Context: an optimization exercise on an open-source flow, tuned for small area, a short achievable clock period and few clock cycles. The choices shown serve that exercise and are no tape-out recipe.
At most, simulation tests tie the RTL to the original design; equivalence was not proved.
Power figures rest on the tool's default switching activity, not on a simulated workload.

==> inputs of trial 8 <==
## DATAPATH
module DATAPATH(Product, done, clk, multiplicand, multiplier, start, rst);
Settings: LEC_CHECK=0, ABC_AREA=1, CAP_MARGIN=20, CORE_MARGIN=2, CORE_UTILIZATION=60, SLEW_MARGIN=20, SYNTH_HIERARCHICAL=1, SYNTH_MINIMUM_KEEP_SIZE=0; clock period 4.0 ns.
standard.sh (not shown) runs the stock make flow with config.mk's settings and CLKGATE_MAP_FILE= SYNTH_SCRIPT=/design/flow/synth_recipe.tcl, a recipe that flattens the netlist after the stock synthesis.
==> flow/flow/run.sh <==
#!/bin/bash
# Standard layout, with plain buffers (instead of delay buffers) on the ports.
set -euo pipefail
export BUFFER_PORTS_ARGS="-buffer_cell sky130_fd_sc_hd__buf_2"
bash standard.sh > standard.log 2>&1
==> inputs of trial 31, as changes to trial 8 <==
==> flow/run.sh (new file) <==
#!/bin/bash
# synth_recipe.tcl (not shown) runs the flow's synth.tcl, then flattens the netlist and writes it again
# the make line also repeats each setting of config.mk as NAME=value (left out here)
make -C /OpenROAD-flow-scripts/flow DESIGN_CONFIG=/design/flow/config.mk WORK_HOME=/design/flow/orfs CLKGATE_MAP_FILE= SYNTH_SCRIPT=/design/flow/synth_recipe.tcl finish
removed: flow/flow/run.sh
removed: flow/standard.sh
==> notes <==
- In sequential power, trial 31 and trial 8 hardly differ.
- Of trial 31 and trial 8, trial 31 has the higher core utilization (gap 7.0 points).
- In trial 31 the non-clock buffer count is higher than in trial 8, by 70.
- Against trial 31, the cell area of trial 8 is lower by about 9%.
Testbench counts of trial 8, summed over its fixed seeds: cycles 2,400.
Testbench counts of trial 31, summed over its fixed seeds: cycles 2,400.

==> try-xenon: inputs <==
DATAPATH, a different RTL version from the one above (not shown whole).
Settings: LEC_CHECK=0, ABC_AREA=1, CAP_MARGIN=20, CORE_MARGIN=2, CORE_UTILIZATION=60, CTS_BUF_LIST=sky130_fd_sc_hd__clkbuf_4 sky130_fd_sc_hd__clkbuf_8, CTS_CLUSTER_SIZE=30, SLEW_MARGIN=20, SYNTH_HIERARCHICAL=1, SYNTH_MINIMUM_KEEP_SIZE=0; clock period 4.0 ns.
==> flow/flow/run.sh <==
#!/bin/bash
# Standard layout, with plain buffers (instead of delay buffers) on the ports.
set -euo pipefail
export BUFFER_PORTS_ARGS="-buffer_cell sky130_fd_sc_hd__buf_2"
bash standard.sh > standard.log 2>&1
==> try-tundra (differences from try-xenon) <==
--- a/flow/flow/run.sh
+++ b/flow/flow/run.sh
@@ -4,2 +4,3 @@
 export BUFFER_PORTS_ARGS="-buffer_cell sky130_fd_sc_hd__buf_2"
+export RECOVER_POWER=100
 bash standard.sh > standard.log 2>&1
==> run summary <==
try-tundra finished with max-capacitance violations, max-slew violations left. try-xenon completed with no timing, DRC or antenna violations.
In die area, try-tundra and try-xenon do not differ.
Global-route usage is the same in try-tundra and try-xenon.
Against try-tundra, the first-iteration DRC count of try-xenon is higher by about 5.5%.
In try-xenon the via count is smaller than in try-tundra, by about 0.6%.
In try-tundra the cell area is smaller than in try-xenon, by 0.72%.
In wire length, try-xenon and try-tundra hardly differ.
Clock power is about the same in try-tundra and try-xenon.
In cell count, try-tundra and try-xenon do not differ.
Fmax is about the same in try-tundra and try-xenon.
==> figures <==
item	try-tundra	try-xenon
Max Fclk	0.261 GHz	0.260 GHz
Count of routing violations after the opening detailed-route iteration	398	420
Number of fillers in the final layout	1150	1121
Final standard cell area without fillers	0.00913 mm2	0.00920 mm2
Ratio of total power to cell area	628 mW/mm2	636 mW/mm2
Switching share of total power	0.451	0.440
Crit share post-route	0.959	0.961
Result of the run	finished with violations	timing/DRC/antenna clean
Layout check failures	max-capacitance violations, max-slew violations	-
Shortest clock period the worst path allows after layout	3.84 ns	3.85 ns
Met2 wire length	9.38 mm	9.36 mm
Total Routed Length	19.9 mm	19.9 mm
Clock Power Share	0.098	0.096
Total number of vias	6008	5973
Post-layout util	0.663	0.668
Fin worst setup slack	0.162 ns	0.155 ns
Comb power	3.91 mW	4.02 mW
Relative area of non-clock buffer cells in the final design	0.0859	0.0920
Net Switching	2.59 mW	2.57 mW
Post-layout power	5.74 mW	5.85 mW
Number of max-cap violations	1	0
No functional check of the RTL was part of any run of this note.

==> job 2552 <==
DATAPATH, a different RTL version from the one above (not shown whole).
Settings: LEC_CHECK=0, ABC_AREA=1, CAP_MARGIN=20, CORE_MARGIN=2, CORE_UTILIZATION=40, CTS_BUF_LIST=sky130_fd_sc_hd__clkbuf_4 sky130_fd_sc_hd__clkbuf_8, CTS_CLUSTER_SIZE=30, PLACE_DENSITY=0.75, SETUP_SLACK_MARGIN=0.5, SLEW_MARGIN=20, SYNTH_HIERARCHICAL=1, SYNTH_MINIMUM_KEEP_SIZE=0; clock period 4.0 ns.
==> flow/flow/run.sh <==
#!/bin/bash
# Standard layout, with plain buffers (instead of delay buffers) on the ports.
set -euo pipefail
export BUFFER_PORTS_ARGS="-buffer_cell sky130_fd_sc_hd__buf_2"
bash standard.sh > standard.log 2>&1
==> job 2084 (differences from job 2552) <==
--- a/flow/config.mk
+++ b/flow/config.mk
@@ -10,7 +10,5 @@
 export CORE_MARGIN = 2
-export CORE_UTILIZATION = 40
+export CORE_UTILIZATION = 30
 export CTS_BUF_LIST = sky130_fd_sc_hd__clkbuf_4 sky130_fd_sc_hd__clkbuf_8
 export CTS_CLUSTER_SIZE = 30
-export PLACE_DENSITY = 0.75
-export SETUP_SLACK_MARGIN = 0.5
 export SLEW_MARGIN = 20
==> comparison table <==
                                                                    job 2084        job 2552
Summed area of non-filler cells in the final layout                 9587 µm²       10320 µm²
Result of the run                                             finished clean  finished clean
Overall routing resource usage                                        0.1419          0.1914
Die width                                                           173.7 µm        151.0 µm
Power consumption                                                    6049 µW         6493 µW
Count of buffers added by post-CTS timing repair for setup                 0               4
Met2 demand-to-capacity share in global routing                       0.2301          0.3182
Minimum period implied by the final worst setup slack               3.641 ns        3.497 ns
Reported net switching power                                         2659 µW         2831 µW
Plain + repair buffers                                                   123             133
Post-detail-place hpwl                                              16900 µm        16200 µm
Post-Route Utilization                                                0.3358          0.4895
Logic pwr share                                                        0.680           0.695
Share of the cycle needed by the critical path after routing          0.9102          0.8743
DP Worst Slack                                                  -0.008603 ns    -0.008854 ns
Final routed wire length divided by cell count                      16.21 µm        18.42 µm
Largest vdd supply drop                                             399.2 µV        452.9 µV
Headroom to the max-slew limit                                        0.6433          0.4757
Clock network power consumption                                       637 µW          624 µW
Setup slack of the critical path after layout                      0.3593 ns       0.5027 ns
Testbench counts of job 2552, summed over its fixed seeds: cycles 2,400.
Testbench counts of job 2084, summed over its fixed seeds: cycles 2,400.

==> job 7945 <==
Starting RTL as in the previous note.
==> flow/config.mk <==
export PLATFORM = sky130hd
export DESIGN_NAME = DATAPATH
export DESIGN_NICKNAME = DATAPATH
export VERILOG_FILES = /design/flow/design.v
export SDC_FILE = /design/flow/constraint.sdc
export NUM_CORES = 4
export LEC_CHECK = 0
export ABC_AREA = 1
export CAP_MARGIN = 20
export CORE_ASPECT_RATIO = 0.5
export CORE_MARGIN = 2
export CORE_UTILIZATION = 40
export CTS_BUF_LIST = sky130_fd_sc_hd__clkbuf_4 sky130_fd_sc_hd__clkbuf_8
export CTS_CLUSTER_SIZE = 30
export PLACE_DENSITY = 0.75
export SLEW_MARGIN = 20
export SYNTH_HIERARCHICAL = 1
export SYNTH_MINIMUM_KEEP_SIZE = 0
==> flow/constraint.sdc <==
create_clock -name core_clock -period 4.0 [get_ports {clk}]
set_input_delay 0.8000 -clock core_clock [delete_from_list [all_inputs] [get_ports {clk}]]
set_output_delay 0.8000 -clock core_clock [all_outputs]
set_load 0.01 [all_outputs]
Scripts as last shown in full above: flow/flow/run.sh
==> job 5081 (differences from job 7945) <==
==> flow/run.sh (new file) <==
#!/bin/bash
# synth_recipe.tcl (not shown) runs the flow's synth.tcl, then flattens the netlist and writes it again
# the make line also repeats each setting of config.mk as NAME=value (left out here)
make -C /OpenROAD-flow-scripts/flow DESIGN_CONFIG=/design/flow/config.mk WORK_HOME=/design/flow/orfs CLKGATE_MAP_FILE= SYNTH_SCRIPT=/design/flow/synth_recipe.tcl finish
- CORE_ASPECT_RATIO: 0.5 -> not set
- CORE_UTILIZATION: 40 -> 60
- PLACE_DENSITY: 0.75 -> not set
removed: flow/flow/run.sh
removed: flow/standard.sh
==> job 7524 (differences from job 7945) <==
==> flow/flow/run.sh (replaced) <==
#!/bin/bash
# Standard layout, with plain buffers (instead of delay buffers) on the ports.
set -euo pipefail
export BUFFER_PORTS_ARGS="-buffer_cell sky130_fd_sc_hd__buf_1"
bash standard.sh > standard.log 2>&1
- CORE_ASPECT_RATIO: 0.5 -> not set
==> metrics.yaml <==
drt-initial-drc-count: 397
p_total_mw: 6.69
vdd_drop_max_uv: 436
path_depth: 11
startpoint: "multiplier[4]"
arrival_ps: 4050
status: "finished clean"
finalCritPeriodShare_pct: 98.6
p_int_mw: 4.00
fin_nets: 1140
wl_met3_um: 1370
layout_setup_ws_ps: 54.7
routed.top_layer: "met4"
drive_gt1_share_pct: 18.5
pg_clk_mw: 0.616
required_ps: 4100
dp_cells: 1088
vias: 6406
[end of results for job 5081]
==> metrics.yaml <==
status: "finished clean"
finalCritPeriodShare_pct: 93.0
fin_nets: 1106
n_all_buffers: 130
worstPathCellList: "buf_1, buf_4, nor2_2, a21oi_4, o22ai_1, xor2_1, fa_1, fa_1, fa_1, fa_1"
path_depth: 10
p_total_mw: 6.00
fillerInstances: 1998
arrival_ps: 3830
ys_seq_area_share_pct: 22.1
layout_setup_ws_ps: 281
vdd_drop_max_uv: 382
dp_cells: 1154
drt-initial-drc-count: 385
required_ps: 4120
drive_gt1_share_pct: 12.8
wl_met3_um: 1480
startpoint: "multiplier[3]"
rsz0062_at_grt: "no"
[end of results for job 7524]
==> metrics.yaml <==
status: "finished clean"
p_int_mw: 3.28
layout_setup_ws_ps: 311
pg_clk_mw: 0.512
vdd_drop_max_uv: 326
path_depth: 11
wl_met3_um: 979
dp_cells: 1158
drive_gt1_share_pct: 19.0
p_total_mw: 5.95
vias: 6197
drt-initial-drc-count: 398
finalCritPeriodShare_pct: 92.2
routed.top_layer: "met5"
fin_nets: 1093
multi_input_area_share_pct: 63.0
arrival_ps: 3790
required_ps: 4100
[end of results for job 7945]
Testbench counts of job 7945, summed over its fixed seeds: cycles 2,400.
Testbench counts of job 5081, summed over its fixed seeds: cycles 2,400.
Testbench counts of job 7524, summed over its fixed seeds: cycles 2,400.

==> inputs of job 4710 <==
RTL: one of the versions met above, not the one the previous note started from.
==> flow/config.mk <==
export PLATFORM = sky130hd
export DESIGN_NAME = DATAPATH
export DESIGN_NICKNAME = DATAPATH
export VERILOG_FILES = /design/flow/design.v
export SDC_FILE = /design/flow/constraint.sdc
export NUM_CORES = 4
export LEC_CHECK = 0
export ABC_AREA = 1
export CAP_MARGIN = 20
export CORE_MARGIN = 2
export CORE_UTILIZATION = 50
export CTS_BUF_LIST = sky130_fd_sc_hd__clkbuf_4 sky130_fd_sc_hd__clkbuf_8
export CTS_CLUSTER_SIZE = 30
export SLEW_MARGIN = 20
export SYNTH_HIERARCHICAL = 1
export SYNTH_MINIMUM_KEEP_SIZE = 0
==> flow/constraint.sdc <==
create_clock -name core_clock -period 4.0 [get_ports {clk}]
set_input_delay 0.8000 -clock core_clock [delete_from_list [all_inputs] [get_ports {clk}]]
set_output_delay 0.8000 -clock core_clock [all_outputs]
set_load 0.01 [all_outputs]
==> flow/flow/run.sh <==
#!/bin/bash
# Standard layout, with plain buffers (instead of delay buffers) on the ports.
set -euo pipefail
export BUFFER_PORTS_ARGS="-buffer_cell sky130_fd_sc_hd__buf_2"
bash standard.sh > standard.log 2>&1
==> inputs of job 5533, as changes to job 4710 <==
- CORE_UTILIZATION: 50 -> 40
- PLACE_DENSITY: default -> 0.75
==> qor summary <==
metric	job 4710	job 5533
Area after DPL	9020 µm²	9110 µm²
NonClk Buf Share	8.88%	8.97%
Detailed route wirelength on metal2	9500 µm	9280 µm
Global-route total usage across every layer	23.6%	17.8%
Fill cell total of the finished layout	1,437	1,972
Topmost layer with routed signal wires	met4	met5
Met3 Routed Length	1140 µm	1480 µm
Final-layout clock-cell area share	1.98%	2.27%
Routed wire per std cell	18.2 µm	16.8 µm
Routability Congestion	0.931	0.981
Power Internal	3250 µW	3320 µW
Global-route met2 utilization	38.6%	29.6%
Die boundary width	134 µm	149 µm
Largest net degree at the start of global routing	36	44
Die Span Y	134 µm	149 µm
Final nets	1,090	1,084
CP Launch Point	multiplier[11]	multiplier[9]
Non-filler cells in the finished layout	1,101	1,150
Critical-path maximum fanout	10	15
Worst hold slack	0.583 ns	0.589 ns
Area growth syn-to-layout	9.69%	10.9%
Outcome	finished clean	finished clean
Power of the combinational group	4040 µW	4050 µW
No run of this note included a check of the RTL's function; only the layout flow was run.

==> run a <==
DATAPATH with an RTL version that a note above also has.
clock: 4.0 ns
lec_check: 0
abc_area: 1
cap_margin: 20
core_margin: 2
core_utilization: 40
cts_buf_list: sky130_fd_sc_hd__clkbuf_4 sky130_fd_sc_hd__clkbuf_8
cts_cluster_diameter: 60
cts_cluster_size: 50
place_density: 0.75
slew_margin: 20
synth_hierarchical: 1
synth_minimum_keep_size: 0
Scripts as last shown in full above: flow/flow/run.sh
==> run b (differences from run a) <==
Settings changed: CAP_MARGIN 20 to 0, CORE_UTILIZATION 40 to 60, CTS_BUF_LIST sky130_fd_sc_hd__clkbuf_4 sky130_fd_sc_hd__clkbuf_8 to not set, CTS_CLUSTER_DIAMETER 60 to not set, CTS_CLUSTER_SIZE 50 to not set, PLACE_DENSITY 0.75 to not set, SLEW_MARGIN 20 to 0.
==> run c (differences from run a) <==
==> flow/run.sh (new file) <==
#!/bin/bash
# synth_recipe.tcl (not shown) runs the flow's synth.tcl, then flattens the netlist and writes it again
# the make line also repeats each setting of config.mk as NAME=value (left out here)
make -C /OpenROAD-flow-scripts/flow DESIGN_CONFIG=/design/flow/config.mk WORK_HOME=/design/flow/orfs CLKGATE_MAP_FILE= SYNTH_SCRIPT=/design/flow/synth_recipe.tcl finish
Settings changed: CTS_CLUSTER_DIAMETER 60 to not set, CTS_CLUSTER_SIZE 50 to 30, SETUP_SLACK_MARGIN set to 0.1.
removed: flow/flow/run.sh
removed: flow/standard.sh
==> comparison table <==
Fmax: run b 0.2645 GHz; run a 0.2757 GHz; run c 0.2566 GHz
Placed instance area: run b 9109 µm²; run a 9198 µm²; run c 9831 µm²
Maximum number of pins on one net before global-route repair: run b 45; run a 48; run c 40
Number of nets in the finished design: run b 1097; run a 1093; run c 1146
Overall power of the completed layout: run b 0.006116 W; run a 0.006009 W; run c 0.006629 W
Fin area: run b 9385 µm²; run a 9404 µm²; run c 10420 µm²
HPWL after detailed placement: run b 16.13 mm; run a 15.95 mm; run c 16.41 mm
Power drawn by the clock network: run b 0.000720 W; run a 0.000615 W; run c 0.000610 W
Tightest hold margin: run b 0.6068 ns; run a 0.5763 ns; run c 0.9502 ns
Detailed-route vias per instance: run b 5.793; run a 5.298; run c 5.300
Fill cell instance count of the final layout: run b 1101; run a 2007; run c 1859
Minimum setup slack in the final design: run b 0.2188 ns; run a 0.3726 ns; run c 0.1027 ns
Result of the run: run b timing/DRC/antenna clean; run a timing/DRC/antenna clean; run c timing/DRC/antenna clean
Number of detailed-routing iterations run before antenna repair: run b 7; run a 5; run c 5
Post-route met1 wirelength: run b 9.194 mm; run a 8.255 mm; run c 8.954 mm
Testbench counts of run a, summed over its fixed seeds: cycles 2,400.
Testbench counts of run b, summed over its fixed seeds: cycles 2,400.
Testbench counts of run c, summed over its fixed seeds: cycles 2,400.

==> ember <==
DATAPATH again, from the RTL that the note above started with.
==> flow/config.mk <==
export PLATFORM = sky130hd
export DESIGN_NAME = DATAPATH
export DESIGN_NICKNAME = DATAPATH
export VERILOG_FILES = /design/flow/design.v
export SDC_FILE = /design/flow/constraint.sdc
export NUM_CORES = 4
export LEC_CHECK = 0
export ABC_AREA = 1
export CAP_MARGIN = 20
export CORE_MARGIN = 2
export CORE_UTILIZATION = 40
export CTS_BUF_LIST = sky130_fd_sc_hd__clkbuf_4 sky130_fd_sc_hd__clkbuf_8
export CTS_CLUSTER_SIZE = 30
export PLACE_DENSITY = 0.9
export SLEW_MARGIN = 20
export SYNTH_HIERARCHICAL = 1
export SYNTH_MINIMUM_KEEP_SIZE = 0
==> flow/constraint.sdc <==
create_clock -name core_clock -period 4.0 [get_ports {clk}]
set_input_delay 0.8000 -clock core_clock [delete_from_list [all_inputs] [get_ports {clk}]]
set_output_delay 0.8000 -clock core_clock [all_outputs]
set_load 0.01 [all_outputs]
==> flow/flow/run.sh <==
#!/bin/bash
# Standard layout, with plain buffers (instead of delay buffers) on the ports.
set -euo pipefail
export BUFFER_PORTS_ARGS="-buffer_cell sky130_fd_sc_hd__buf_2"
bash standard.sh > standard.log 2>&1
==> inputs of harbor, as changes to ember <==
==> flow/flow/run.sh (replaced) <==
#!/bin/bash
# Standard layout, with plain buffers (instead of delay buffers) on the ports.
set -euo pipefail
export BUFFER_PORTS_ARGS="-buffer_cell sky130_fd_sc_hd__buf_4"
bash standard.sh > standard.log 2>&1
--- a/flow/config.mk
+++ b/flow/config.mk
@@ -11,7 +11,7 @@
 export CORE_UTILIZATION = 40
 export CTS_BUF_LIST = sky130_fd_sc_hd__clkbuf_4 sky130_fd_sc_hd__clkbuf_8
 export CTS_CLUSTER_SIZE = 30
-export PLACE_DENSITY = 0.9
+export PLACE_DENSITY = 0.75
 export SLEW_MARGIN = 20
 export SYNTH_HIERARCHICAL = 1
 export SYNTH_MINIMUM_KEEP_SIZE = 0
==> qor summary <==
metric                                                           harbor         ember
Non-clock buffering overhead in the final layout                 0.0923        0.0799
Part of the total power dissipated in combinational logic         0.704         0.689
Per-cell routed wire length                                17.0 microns  17.7 microns
Number of vias per cell after detailed routing                     5.27          5.47
Reported leakage power                                          4.24 nW       4.20 nW
Sequential power share                                            0.208         0.217
Crit path DAT                                                   3.76 ns       3.86 ns
Switching Fraction                                                0.421         0.443
Placer Congestion                                                 0.978          1.02
Worst ir drop on vdd                                             592 uV        371 uV
Least setup slack across all paths after layout                0.357 ns      0.262 ns
Run status                                     timing/DRC/antenna clean  timing/DRC/antenna clean
Flip-flop and latch share of the layout cell area                 0.201         0.204
Global-route met1 utilization                                     0.241         0.241
Max Clk Rate                                                  0.274 GHz     0.268 GHz
Total number of vias                                               6092          6330
Tcrit/Tclk final                                                  0.911         0.934
Fraction of area in multi-input gates                             0.621         0.629
Pre-CTS setup slack                                           0.0338 ns    -0.0646 ns
Peak fanout along the critical path                                  12            15
Via count of the first global-routing pass                         6250          6488
Testbench counts of ember, summed over its fixed seeds: cycles 2,400.
Testbench counts of harbor, summed over its fixed seeds: cycles 2,400.

## re-timing with driven ports
In the flow no input, the clock included, has a driving cell. The finished layouts below were timed again as built, in two steps. Step 1: set_driving_cell puts a clkbuf_16 on clk and a buf_2 on each other input, an assumption about the parent block. Step 2 adds t to the input delays and takes it off the output delays; t is the mean of the earliest and latest rising clock arrival at the registers after step 1. Input paths then give back, and output paths get back, about the clock's delay inside the block. a / b / c = ideal ports / drivers / drivers and shift; a / b = the first two.
| run | shift t [ns] | slack for setup (ns) | hold WS [ns] | worst register clock-pin slew, ns | cell pins on the clock port's net |
|---|---|---|---|---|---|
| trial 8 | 0.358 | 0.204 / 0.217 / -0.142 | 0.624 / 0.606 / 0.964 | 0.05 / 0.05 | 1 |
| trial 31 | 0.363 | 0.053 / 0.052 / -0.311 | 1.010 / 0.993 / 1.356 | 0.05 / 0.05 | 1 |
| try-xenon | 0.415 | 0.155 / 0.130 / -0.286 | 0.578 / 0.562 / 0.977 | 0.07 / 0.07 | 1 |
| try-tundra | 0.414 | 0.162 / 0.136 / -0.278 | 0.580 / 0.563 / 0.977 | 0.07 / 0.07 | 1 |
| job 2552 | 0.411 | 0.503 / 0.503 / 0.092 | 0.573 / 0.565 / 0.976 | 0.08 / 0.08 | 1 |
| job 2084 | 0.408 | 0.359 / 0.338 / -0.036 | 0.575 / 0.567 / 0.975 | 0.08 / 0.08 | 1 |
| job 7945 | 0.406 | 0.311 / 0.303 / -0.079 | 0.581 / 0.568 / 0.974 | 0.08 / 0.08 | 1 |
| job 5081 | 0.398 | 0.055 / 0.069 / -0.329 | 0.942 / 0.923 / 1.321 | 0.07 / 0.07 | 1 |
| job 7524 | 0.404 | 0.281 / 0.296 / -0.109 | 0.582 / 0.569 / 0.974 | 0.08 / 0.08 | 1 |
| job 4710 | 0.405 | 0.163 / 0.176 / -0.229 | 0.583 / 0.567 / 0.972 | 0.08 / 0.08 | 1 |
| job 5533 | 0.394 | 0.159 / 0.172 / -0.222 | 0.589 / 0.577 / 0.971 | 0.07 / 0.07 | 1 |
| run a | 0.410 | 0.373 / 0.346 / -0.018 | 0.576 / 0.560 / 0.970 | 0.07 / 0.07 | 1 |
| run b | 0.381 | 0.219 / 0.243 / -0.138 | 0.607 / 0.587 / 0.968 | 0.06 / 0.06 | 1 |
| run c | 0.408 | 0.103 / 0.120 / -0.288 | 0.950 / 0.935 / 1.343 | 0.07 / 0.07 | 1 |
| ember | 0.414 | 0.262 / 0.262 / -0.152 | 0.568 / 0.552 / 0.966 | 0.08 / 0.08 | 1 |
| harbor | 0.402 | 0.357 / 0.372 / -0.030 | 0.581 / 0.568 / 0.970 | 0.07 / 0.07 | 1 |
The setup slack of try-xenon, which loses most, moves by -0.025 ns with the drivers and by -0.441 ns with both steps.
